Background: an optimization exercise with open tools, aiming at small area. Do not read the settings as production practice.
In this exercise RTL edits were held to simulation tests only and were not proved equivalent to the original.
Power is estimated from default activity; no workload was simulated.

==> inputs of violet <==
// casino
module casino(d, s, c, start, roll, rst, clk);
	output [3:0] d;
	output [6:0] s;
	input [7:0] c;
	input start, clk, roll, rst;
	reg [10:0] cap;   
	wire [10:0] ca = cap ^ 11'd682;
	wire ca_j = ((ca & 11'd1023) == 11'd1020);
	wire ca_d0 = ((ca & 11'd2047) == 11'd40);
	wire ca_fb = ca[10] ^ ca[1] ^ ca_j;
	always @(posedge clk) cap <= rst ? 11'd469 : ({ca[9:0], ca_fb} ^ 11'd682);
	reg [4:0] cyp;   
	wire [4:0] cy = cyp ^ 5'd10;
	wire cy_j = ((cy & 5'd15) == 5'd11);
	wire cy_fb = cy[4] ^ cy[1] ^ cy_j;
	always @(posedge clk) cyp <= rst ? 5'd15 : ({cy[3:0], cy_fb} ^ 5'd10);
	reg [3:0] cvp;   
	wire [3:0] cv = cvp ^ 4'd10;
	wire cv_j = ((cv & 4'd6) == 4'd0);
	wire cv_fb = cv[3] ^ cv[0] ^ cv_j;
	always @(posedge clk) cvp <= rst ? 4'd1 : ({cv[2:0], cv_fb} ^ 4'd10);
	wire e54 = ca_j & cy_j;          
	wire stick = ca_d0 & cv_j;       
	reg [2:0] kk;
	always @(posedge clk)
		if (rst) kk <= 3'd0;
		else if (e54) kk <= kk + 3'd1;
	wire [1:0] k = kk[2:1];
	assign d = ~(4'b0001 << k);
	reg [7:0] r;
	always @(posedge clk)
		if (rst) r <= 8'hFF;
		else if (stick) r <= start ? {r[6:0], ^(c & r)} : 8'hFF;
	reg W, roll_q;
	always @(posedge clk)
		if (rst) begin W <= 1'b0; roll_q <= 1'b1; end
		else begin
			roll_q <= roll;
			if (roll & ~roll_q & start) W <= (r[7:4] == r[3:0]);
		end
	localparam [15:0] H0 = 16'b0001000010000011;
	localparam [15:0] H1 = 16'b0010000010001110;
	localparam [15:0] H2 = 16'b0000001010111010;
	localparam [15:0] H3 = 16'b1000011010010010;
	localparam [15:0] H4 = 16'b1101000000000100;
	localparam [15:0] H5 = 16'b1101100001100000;
	localparam [15:0] H6 = 16'b0010100000010010;
	wire [3:0] nib = (k == 2'd0) ? r[7:4] : r[3:0];
	wire [6:0] hx = {H6[nib], H5[nib], H4[nib], H3[nib], H2[nib], H1[nib], H0[nib]};
	reg [4:0] sc;
	always @(posedge clk)
		if (rst) sc <= 5'b10001;                            
		else case (k)
			2'd0: sc <= {1'b0, r[7:4]};
			2'd1: sc <= {1'b0, r[3:0]};
			2'd2: sc <= W ? 5'b11010 : 5'b00000;            
			default: sc <= {1'b1, 1'b1, W, W, 1'b0};        
		endcase
  ...
==> module casino, before the edit <==
module casino(d, s, c, start, roll, rst, clk);
	output [3:0] d;
	output [6:0] s;
	input [7:0] c;
	input start, clk, roll, rst;
	reg [10:0] cap;   
	wire [10:0] ca = cap ^ 11'd682;
	wire ca_j = ((ca & 11'd1023) == 11'd1020);
	wire ca_d0 = ((ca & 11'd2047) == 11'd40);
	wire ca_fb = ca[10] ^ ca[1] ^ ca_j;
	always @(posedge clk) cap <= rst ? 11'd469 : ({ca[9:0], ca_fb} ^ 11'd682);
	reg [4:0] cyp;   
	wire [4:0] cy = cyp ^ 5'd10;
	wire cy_j = ((cy & 5'd15) == 5'd11);
	wire cy_fb = cy[4] ^ cy[1] ^ cy_j;
	always @(posedge clk) cyp <= rst ? 5'd15 : ({cy[3:0], cy_fb} ^ 5'd10);
	reg [3:0] cvp;   
	wire [3:0] cv = cvp ^ 4'd10;
	wire cv_j = ((cv & 4'd6) == 4'd0);
	wire cv_fb = cv[3] ^ cv[0] ^ cv_j;
	always @(posedge clk) cvp <= rst ? 4'd1 : ({cv[2:0], cv_fb} ^ 4'd10);
	wire e54 = ca_j & cy_j;          
	wire stick = ca_d0 & cv_j;       
	reg [2:0] kk;
	always @(posedge clk)
		if (rst) kk <= 3'd0;
		else if (e54) kk <= kk + 3'd1;
	wire [1:0] k = kk[2:1];
	assign d = ~(4'b0001 << k);
	reg [7:0] r;
	always @(posedge clk)
		if (rst) r <= 8'hFF;
		else if (stick) r <= start ? {r[6:0], ^(c & r)} : 8'hFF;
	reg W, roll_q;
	always @(posedge clk)
		if (rst) begin W <= 1'b0; roll_q <= 1'b1; end
		else begin
			roll_q <= roll;
			if (roll & ~roll_q & start) W <= (r[7:4] == r[3:0]);
		end
	localparam [15:0] H0 = 16'b0001000010000011;
	localparam [15:0] H1 = 16'b0010000010001110;
	localparam [15:0] H2 = 16'b0000001010111010;
	localparam [15:0] H3 = 16'b1000011010010010;
	localparam [15:0] H4 = 16'b1101000000000100;
	localparam [15:0] H5 = 16'b1101100001100000;
	localparam [15:0] H6 = 16'b0010100000010010;
	wire [3:0] nib = (k == 2'd0) ? r[7:4] : r[3:0];
	wire [6:0] hx = {H6[nib], H5[nib], H4[nib], H3[nib], H2[nib], H1[nib], H0[nib]};
	reg [4:0] sc;
	always @(posedge clk)
		if (rst) sc <= 5'b10001;                            
		else case (k)
			2'd0: sc <= {1'b0, r[7:4]};
			2'd1: sc <= {1'b0, r[3:0]};
			2'd2: sc <= W ? 5'b11010 : 5'b00000;            
			default: sc <= {1'b1, 1'b1, W, W, 1'b0};        
		endcase
	wire [6:0] hs = {H6[sc[3:0]], H5[sc[3:0]], H4[sc[3:0]], H3[sc[3:0]], H2[sc[3:0]], H1[sc[3:0]], H0[sc[3:0]]};
	assign s = hs ^ {1'b0, sc[4], sc[4], 4'b0} | {sc[4], 5'b0, sc[4]};
endmodule
clock: 10.0 ns
lec_check: 0
cap_margin: 20
core_area: 4 4 68 68
die_area: 0 0 72 72
slew_margin: 20
standard.sh (not shown) runs the stock make flow with config.mk's settings and CLKGATE_MAP_FILE= SYNTH_SCRIPT=/design/flow/synth_recipe.tcl, a recipe that flattens the netlist after the stock synthesis.
==> flow/flow/run.sh <==
#!/bin/bash
# Own layout flow: the standard synthesis, then an area-oriented re-mapping
# of the combinational logic (registers, their cells and names untouched), then
# the standard layout steps with small port buffers and a clock tree
# without dummy loads.
set -euo pipefail
W=$PWD
R=$W/orfs/results/${FLOW_PLATFORM}/casino/base
LIB=$FLOW_HOME/platforms/${FLOW_PLATFORM}/lib/sky130_fd_sc_hd__tt_025C_1v80.lib

bash standard.sh synth > $W/1_standard_synth.log 2>&1

cp $R/1_2_yosys.v $W/1_2_yosys_standard.v

# Re-map with several ABC scripts, four at a time, in two rounds (the second
# starts from the first round's best netlist), and keep the smallest result.
remap_round() {  # remap_round ROUND INPUT SCRIPTS...
  local round=$1 in=$2; shift 2
  local i=0
  for scr in "$@"; do
    i=$((i+1))
    ( ABCSCRIPT="$scr" LIB=$LIB IN=$in OUT=$W/remap_${round}_$i.v \
        timeout 300 yosys -c $W/flow/remap.tcl > $W/2_remap_${round}_$i.log 2>&1 || true ) &
    if (( i % 4 == 0 )); then wait; fi
  done
  wait
}
pick_best() {  # prints the smallest netlist among the remap_*.v written so far
  local best="" besta=""
  for f in $W/remap_*.v; do
    [[ -s $f.stat ]] || continue
    a=$(awk '/Chip area/ {print $NF}' $f.stat)
    echo "$(basename $f): $a" >> $W/2_remap_summary.log
    if [[ -z "$best" ]] || awk "BEGIN {exit !($a < $besta)}"; then best=$f; besta=$a; fi
  done
  echo "$best"
}
DS='strash;&get,-n;&deepsyn,-T,20'
remap_round 1 $W/1_2_yosys_standard.v \
  "strash;dc2;dch,-f;map,-a;topo" \
  "$DS,-S,1;&put;dch,-f;map,-a;topo" \
  "$DS,-S,2;&put;dch,-f;map,-a;strash;dch,-f;map,-a;topo" \
  "$DS,-S,3;&put;&get,-n;&dch,-f;&nf,-a,-R,1000;&put" \
  "$DS,-S,4;&put;dch,-f;map,-a;topo" \
  "$DS,-S,5;&put;dch,-f;map,-a;strash;dch,-f;map,-a;topo" \
  "$DS,-S,6;&put;dch,-f;amap;topo" \
  "strash;dc2;&get,-n;&dch,-f;&nf,-a,-R,1000;&put"
best1=$(pick_best)
echo "round 1 best: $best1" >> $W/2_remap_summary.log
remap_round 2 $best1 \
  "$DS,-S,7;&put;dch,-f;map,-a;topo" \
  "$DS,-S,8;&put;dch,-f;map,-a;strash;dch,-f;map,-a;topo" \
  "$DS,-S,9;&put;&get,-n;&dch,-f;&nf,-a,-R,1000;&put" \
  "strash;dc2;dch,-f;map,-a;topo"
best=$(pick_best)
echo "chosen: $best" >> $W/2_remap_summary.log
cp $best $R/1_2_yosys.v
rm -f $R/1_synth.odb $R/1_synth.sdc

bash standard.sh \
  "BUFFER_PORTS_ARGS=-buffer_cell sky130_fd_sc_hd__buf_1" \
  "CTS_ARGS=-sink_clustering_enable -repair_clock_nets -dont_use_dummy_load -buf_list sky130_fd_sc_hd__clkbuf_4" \
  finish > $W/3_standard_layout.log 2>&1
==> flow/flow/remap.tcl <==
# Re-map the combinational logic of the standard synthesis netlist for area.
yosys -import
set lib $::env(LIB)
read_liberty -ignore_miss_func $lib
# keep every sequential cell as it is
foreach c {dfxtp_1 dfxtp_2 dfxtp_4 dfxbp_1 dfxbp_2 dfrtp_1 dfrtp_2 dfrtp_4 dfstp_1 dfstp_2 dfstp_4 edfxtp_1 sdfxtp_1} {
  catch { setattr -mod -set blackbox 1 sky130_fd_sc_hd__$c }
}
read_verilog $::env(IN)
hierarchy -top casino
flatten
opt_clean -purge
set dont_use {}
foreach c [split [exec grep -o {cell *( *"\?sky130_fd_sc_hd__[a-z0-9_]*} $lib] "\n"] {
  regsub {cell *\( *"?} $c {} c
  if { [regexp {lpflow|probe} $c] } { lappend dont_use -dont_use $c }
}
abc -liberty $lib {*}$dont_use -script "+$::env(ABCSCRIPT)"
opt_clean -purge
hilomap -singleton -hicell sky130_fd_sc_hd__conb_1 HI -locell sky130_fd_sc_hd__conb_1 LO
splitnets
opt_clean -purge
tee -o $::env(OUT).stat stat -liberty $lib
write_verilog -noattr -nohex -nodec $::env(OUT)
==> zinc: changes against violet <==
--- a/flow/design.v
+++ b/flow/design.v
@@ -6,22 +6,25 @@
 	input start, clk, roll, rst;
 	reg [10:0] cap;   
 	wire [10:0] ca = cap ^ 11'd682;
-	wire ca_j = ((ca & 11'd1023) == 11'd1020);
-	wire ca_d0 = ((ca & 11'd2047) == 11'd40);
+	wire ca_j = (ca == 11'd1020);
+	wire ca_d0 = (ca == 11'd1020);
+	wire ca_d1 = (ca == 11'd40);
 	wire ca_fb = ca[10] ^ ca[1] ^ ca_j;
 	always @(posedge clk) cap <= rst ? 11'd469 : ({ca[9:0], ca_fb} ^ 11'd682);
 	reg [4:0] cyp;   
 	wire [4:0] cy = cyp ^ 5'd10;
-	wire cy_j = ((cy & 5'd15) == 5'd11);
+	wire cy_j = (cy == 5'd11);
+	wire cy_d0 = (cy == 5'd11);
 	wire cy_fb = cy[4] ^ cy[1] ^ cy_j;
 	always @(posedge clk) cyp <= rst ? 5'd15 : ({cy[3:0], cy_fb} ^ 5'd10);
 	reg [3:0] cvp;   
 	wire [3:0] cv = cvp ^ 4'd10;
-	wire cv_j = ((cv & 4'd6) == 4'd0);
+	wire cv_j = (cv == 4'd9);
+	wire cv_d0 = (cv == 4'd9);
 	wire cv_fb = cv[3] ^ cv[0] ^ cv_j;
 	always @(posedge clk) cvp <= rst ? 4'd1 : ({cv[2:0], cv_fb} ^ 4'd10);
 	wire e54 = ca_j & cy_j;          
-	wire stick = ca_d0 & cv_j;       
+	wire stick = ca_d1 & cv_j;       
 	reg [2:0] kk;
 	always @(posedge clk)
 		if (rst) kk <= 3'd0;
@@ -50,13 +53,20 @@
 	wire [6:0] hx = {H6[nib], H5[nib], H4[nib], H3[nib], H2[nib], H1[nib], H0[nib]};
 	reg [4:0] sc;
 	always @(posedge clk)
-		if (rst) sc <= 5'b10001;                            
+		if (rst) sc <= 5'b10011;
 		else case (k)
 			2'd0: sc <= {1'b0, r[7:4]};
 			2'd1: sc <= {1'b0, r[3:0]};
-			2'd2: sc <= W ? 5'b11010 : 5'b00000;            
-			default: sc <= {1'b1, 1'b1, W, W, 1'b0};        
+			2'd2: sc <= W ? 5'b10010 : 5'b00000;
+			default: sc <= W ? 5'b10000 : 5'b10001;
 		endcase
 	wire [6:0] hs = {H6[sc[3:0]], H5[sc[3:0]], H4[sc[3:0]], H3[sc[3:0]], H2[sc[3:0]], H1[sc[3:0]], H0[sc[3:0]]};
-	assign s = hs ^ {1'b0, sc[4], sc[4], 4'b0} | {sc[4], 5'b0, sc[4]};
+	reg [6:0] sp;
+	always @* case (sc[1:0])
+		2'b00: sp = 7'b1000001;
+		2'b01: sp = 7'b1110001;
+		2'b10: sp = 7'b1111001;
+		default: sp = 7'b1111111;
+	endcase
+	assign s = sc[4] ? sp : hs;
 endmodule
==> flow/run.sh (new file) <==
#!/bin/bash
# synth_recipe.tcl (not shown) runs the flow's synth.tcl, then flattens the netlist and writes it again
# the make line also repeats each setting of config.mk as NAME=value (left out here)
make -C /OpenROAD-flow-scripts/flow DESIGN_CONFIG=/design/flow/config.mk WORK_HOME=/design/flow/orfs CLKGATE_MAP_FILE= SYNTH_SCRIPT=/design/flow/synth_recipe.tcl finish
--- a/flow/config.mk
+++ b/flow/config.mk
@@ -6,6 +6,9 @@
 export NUM_CORES = 4
 export LEC_CHECK = 0
 export CAP_MARGIN = 20
-export CORE_AREA = 4 4 68 68
-export DIE_AREA = 0 0 72 72
+export CORE_MARGIN = 2
+export CORE_UTILIZATION = 70
+export CTS_BUF_LIST = sky130_fd_sc_hd__clkbuf_8
+export CTS_CLUSTER_DIAMETER = 200
+export CTS_CLUSTER_SIZE = 50
 export SLEW_MARGIN = 20
removed: flow/flow/run.sh
removed: flow/flow/remap.tcl
removed: flow/standard.sh
==> notes.md <==
                                                                                zinc                    violet
Result of the run                                                        finished clean            finished clean
Routed length on met3                                                            254 um                    182 um
Sum of routed wire segments on met1                                             1770 um                   1470 um
Combined global-route utilization of all metal layers                             32.1%                     12.7%
Largest cell class by area                                            multi-input gates          sequential cells
Netlist Area Pre-Place                                                      0.00183 mm2               0.00148 mm2
Power drawn by the sequential cells                                            0.163 mW                  0.161 mW
Horiz. Die Dim                                                                  55.2 um                     72 um
Launch point of the worst reg-to-reg path                             cap[5]$_SDFF_PP0_         cap[3]$_SDFF_PP0_
CP max-delay cell                                      sky130_fd_sc_hd__clkdlybuf4s50_1  sky130_fd_sc_hd__dfxtp_1
Met2 WL post-DR                                                                 2130 um                   1210 um
Average wire per cell in the routed design                                      16.8 um                   11.1 um
Starting density of the core                                                      73.9%                     37.2%
Clock net power                                                                0.157 mW                 0.0679 mW

[static timing again, ports no longer ideal]
No port has a modelled driver above. Below, the same layouts with a new extraction and two added sets of constraints. Step 1, drivers: a clkbuf_16 drives clk and a buf_2 each remaining input, both assumed. Step 2 moves the port delays by t, midway between the first and last clock arrival at a register: inputs arrive t later, outputs are due t later. That takes back most of the time a late clock gives input paths. a / b / c = ideal / step 1 / step 2; a / b = the first two.
run	t (ns)	setup WS [ns]	latest minus earliest clock arrival (ns)	pins driven straight from the clock port
violet	0.362	5.756 / 5.735 / 6.097	0.033 / 0.034	1
zinc	0.314	5.618 / 5.594 / 5.908	0.006 / 0.006	1
After both steps every run listed still meets setup and hold.
